Source: an optimization exercise on an open RTL-to-GDS flow (aim: small area and a short achievable clock period). Production flows keep margins and buffers that such runs may drop. Only simulation tests tie the RTL to the original design; equivalence was not proved. Power figures rest on the tool's default switching activity, not on a simulated workload.

File: design/flow/design.v
`timescale 1ns / 1ps
module reduce_prime2r(
    input               clk,rst_n,
    input [69:0]        c,
    output reg [24:0]   res
    );
reg [69:0] r0;
always@(posedge clk or negedge rst_n)
    if(!rst_n)
        r0 <= 0;
    else
        r0 <= c[23:0] - c[69:24] + (c[69:24] << 6);
always@(posedge clk or negedge rst_n)
    if(!rst_n)
        res <= 0;
    else
        res <= r0[23:0] - r0[69:24] + (r0[69:24] << 6) - 24'd16777153;
endmodule
File: design/flow/run.sh
#!/bin/bash
# synth_recipe.tcl (not shown) runs the flow's synth.tcl, then flattens the netlist and writes it again
# the make line also repeats each setting of config.mk as NAME=value (left out here)
make -C /OpenROAD-flow-scripts/flow DESIGN_CONFIG=/design/flow/config.mk WORK_HOME=/design/flow/orfs CLKGATE_MAP_FILE= SYNTH_SCRIPT=/design/flow/synth_recipe.tcl finish
File: design/flow/config.mk
export PLATFORM = sky130hd
export DESIGN_NAME = reduce_prime2r
export DESIGN_NICKNAME = reduce_prime2r
export VERILOG_FILES = /design/flow/design.v
export SDC_FILE = /design/flow/constraint.sdc
export NUM_CORES = 4
export LEC_CHECK = 0
export CAP_MARGIN = 20
export CORE_MARGIN = 2
export CORE_UTILIZATION = 40
export SLEW_MARGIN = 20
File: design/flow/constraint.sdc
create_clock -name core_clock -period 5.3 [get_ports {clk}]
set_input_delay 1.0600 -clock core_clock [delete_from_list [all_inputs] [get_ports {clk}]]
set_output_delay 1.0600 -clock core_clock [all_outputs]
set_load 0.01 [all_outputs]
==> results.sh <==
export IMPL_hold_buffers=0
export IMPL_synth_flop_cell="dfrtp_1"
export IMPL_p_leak_nw=5.57
export IMPL_slew_headroom_pct=60.4
export IMPL_nFillCells=1725
export IMPL_syn_area_per_cell_um2=8.73
export IMPL_tritoncts="done"
export IMPL_fin_ws_ns=0.148
export IMPL_first_iter_violations=207
export IMPL_async_flop_share_pct=100
export IMPL_period_share_pct=97.2
export IMPL_grt_max_degree=48
export IMPL_nets=1388
export IMPL_syn2layout_area_growth_pct=43.9
export IMPL_hold_class="reg2reg"
export IMPL_syn_cell_area_um2=7720
export IMPL_die_x_um=143
export IMPL_grt_ovfl_total=0
export IMPL_cts_path_max_buffers=2
export IMPL_clock_skew_ns=0.00907
export IMPL_crit_fanout=3
export IMPL_grt_pass1_wl_um=32600
export IMPL_tightest_slew_ns=0.594
export IMPL_synth_warnings=1
export IMPL_grt_use_total_pct=19.8
export IMPL_cts_root_buffer="clkbuf_16"
export IMPL_netlist_cell_type_count=53
export IMPL_multi_input_area_um2=5640
export IMPL_place_ws_ns=-0.661
export IMPL_worstSkewPairLatency_ns=0.34
export IMPL_synthTopCellsByCount="inv_1 (120), ha_1 (118), a21oi_1 (80)"
export IMPL_yosysSeqAreaShare_pct=24.0
export IMPL_synth_seq_cells=74
export IMPL_synth_area_leaders="dfrtp_1 (24%), ha_1 (19%), xnor2_1 (9.0%)"
export IMPL_cts_made_buffers=9
export IMPL_numPortBuffers=96
export IMPL_finalCriticalPeriod_ns=5.15
export IMPL_cp_required_ns=5.56
export IMPL_std_cell_rows=50
export IMPL_coreArea_um2=18800
export IMPL_initial_utilization_pct=41.0
export IMPL_critical_path_class="in2reg"
export IMPL_layout_drive_gt1_share_pct=24.5
export IMPL_netlist_area_leader_share_pct=24.0
export IMPL_synth_enable_flop_cells=0
export IMPL_rsz0062_at_grt="yes"
export IMPL_dr_total_vias=7059
export IMPL_crit_arrival_ns=5.41
export IMPL_drv_slew=0
export IMPL_ir_drop_mv=0.253
export IMPL_dr_pass1_iters=5
export IMPL_outcome="timing/DRC/antenna clean"
export IMPL_startpoint_type="primary input"
export IMPL_end_kind="flop"
export IMPL_die_area_um2=20400
export IMPL_die_y_um=143
export IMPL_avgViaCountPerCell=4.90
export IMPL_grt_pass1_vias=6825
export IMPL_drv_cap=0
export IMPL_antenna_found_initial=0
export IMPL_diodes=0
export IMPL_clock_sinks=74
export IMPL_path_clk_slew_ns=0.06
export IMPL_routedWlPerCell_um=13.6
export IMPL_fin_setup_tns_ns=0
export IMPL_synth_nets=1095
export IMPL_utilization_pct=59.0
export IMPL_ant_nets=0
export IMPL_num_io_pins=97
export IMPL_cellPowerDensity_nw_per_um2=483
export IMPL_syn_inst=884
export IMPL_htreeDepth=3
export IMPL_dpl_hpwl_um=16600
export IMPL_gp_congestion=0.839
export IMPL_routed_wl_um=19700
export IMPL_regArea_um2=1850
export IMPL_finalSetupViolations=0
export IMPL_max_freq_ghz=0.194
export IMPL_hold_viol_final=0
export IMPL_post_route_drc_count=0
export IMPL_synth_largest_area_cell="dfrtp_1"
export IMPL_yosysMostFrequentCell="inv_1"
-- cell families (layout without fill, tap and decap cells) --
logic type                 Yosys count  in the layout  share of synthesized area, %
adders and majority gates          139            139                          24.6
DFF                                 74             74                          24.0
xor gates and xnor gates           103            103                          11.7
AOI/OAI and AO/OA                  252            252                          21.0
buffers and inverters              141            439                          6.89
muxes                                1              1                         0.130
and+or+nand+nor                    174            174                          11.7
-- registers in the layout, summed over array words and instances (netlist names) --
| register | count |
|---|---|
| r0 | 49 |
| res | 25 |
-- layer usage --
| metal | part of all wire [%] | GRT usage, % | vias up |
|---|---|---|---|
| met2 | 45 | 32.3 | 129 |
| met3 | 2.7 | 1.84 | 16 |
| met5 | 0 | 0 | - |
| met1 | 51 | 28.5 | 3235 |
| li1 | - | - | 3679 |
| met4 | 1.2 | 4.48 | 0 |
-- final timing paths --
kind                       slack [ns]  cells past startpoint           endpoint             start
min                              0.48                      1   res[0]$_DFF_PN0_   r0[0]$_DFF_PN0_
max in group asynchronous        3.58                      2    r0[7]$_DFF_PN0_             rst_n
min reg2reg                      0.48                      1   res[0]$_DFF_PN0_   r0[0]$_DFF_PN0_
max                              0.15                     23   r0[44]$_DFF_PN0_             c[29]
max reg2reg                      1.73                     13  res[23]$_DFF_PN0_  r0[27]$_DFF_PN0_
min in group asynchronous        0.72                      1   res[0]$_DFF_PN0_             rst_n
-- per-stage QoR --
step                      total power, mW  cell area (µm²)  hold slack [ns]  cells
after global routing                 5.94            11100            0.502   1442
final                                5.37            11100            0.478   1442
after CTS                            5.38            10800            0.486   1431
after global placement               4.66            10400            0.470   1411
after floorplan                      3.60             7720            0.456    884
after detailed placement             4.68            10400            0.473   1411
-- placed cells by master (no fill, tap or decap), types with 5 or more instances in the layout --
cell | Yosys | routed
nand2_1 | 33 | 29
nand2b_1 | 5 | 5
nand3_1 | 17 | 16
o21bai_1 | 9 | 8
clkdlybuf4s50_1 | 0 | 90
a21oi_1 | 80 | 69
nand4_1 | 15 | 15
nor2b_1 | 11 | 10
a31oi_1 | 12 | 11
inv_1 | 120 | 117
and3_1 | 5 | 5
nor3_1 | 22 | 18
dfrtp_1 | 74 | 74
o22ai_1 | 5 | 5
fa_1 | 21 | 20
xor2_1 | 24 | 24
o21ai_0 | 38 | 29
a21oi_2 | 0 | 10
ha_1 | 118 | 111
clkbuf_16 | 0 | 9
o21ai_1 | 0 | 6
nor2_1 | 36 | 35
a21o_1 | 59 | 59
xnor2_1 | 79 | 79
o21a_1 | 7 | 7
buf_4 | 0 | 204
or3_1 | 6 | 5
-- power by group --
group,switching (mW),internal [mW]
logic,1.93,1.89
registers,0.0793,0.847
clock network,0.246,0.373
total,2.26,3.11
-- final cells by class --
class | count | share of cell area [%]
timing repair buffer | 303 | 22.8
sequential | 74 | 16.7
tap | 260 | 2.93
clock inverter | 7 | 0.766
multi-input combinational | 669 | 50.8
clock buffer | 9 | 2.03
inverter | 120 | 4.06
-- what timing repair did --
action	in CTS	in global routing
endpoints found under the setup margin	12	20
buffers inserted	4	11
gates resized for setup	26	53
pin swaps	15	44
-- worst max-delay path, stage by stage --
cell and delay, ns:
clkdlybuf4s50_1 0.47, inv_1 0.05, ha_2 0.19, a21oi_4 0.16, o21ai_1 0.09, nor2_1 0.15
o21ai_1 0.11, a211o_1 0.37, o311a_4 0.42, o31ai_4 0.22, nor3_1 0.10, xnor2_1 0.20
ha_1 0.29, a21o_1 0.18, a21o_1 0.22, a21oi_2 0.14, o21ai_0 0.11, buf_4 0.15
nand3_2 0.09, a31oi_4 0.05, or2_4 0.28, a21oi_1 0.17, xnor2_1 0.13

==> separate check: timing with driven ports <==
The flow's constraints put no driver on any port. The routed layout listed below was extracted and timed again, unchanged, in two steps. Step 1: set_driving_cell puts a clkbuf_16 on clk and a buf_2 on each other input, an assumption about the parent block. Step 2 times the ports against the registers' clock, not the clock port: input delays grow and output delays shrink by t, the midpoint of the rising clock arrivals with the driver on. Slacks: ideal ports / drivers / drivers and shift; pairs: ideal ports / drivers.
t, ns: 0.376
setup WS [ns]: 0.148 / 0.160 / -0.215
hold slack, ns: 0.478 / 0.478 / 0.478
latest minus earliest clock arrival (ns): 0.010 / 0.009
worst slew at a driven data input, ns: 0.04
Met with ideal ports but missed after step 2: setup timing in this run. For this run, drivers alone change the setup slack by +0.012 ns; drivers and shift together by -0.363 ns.
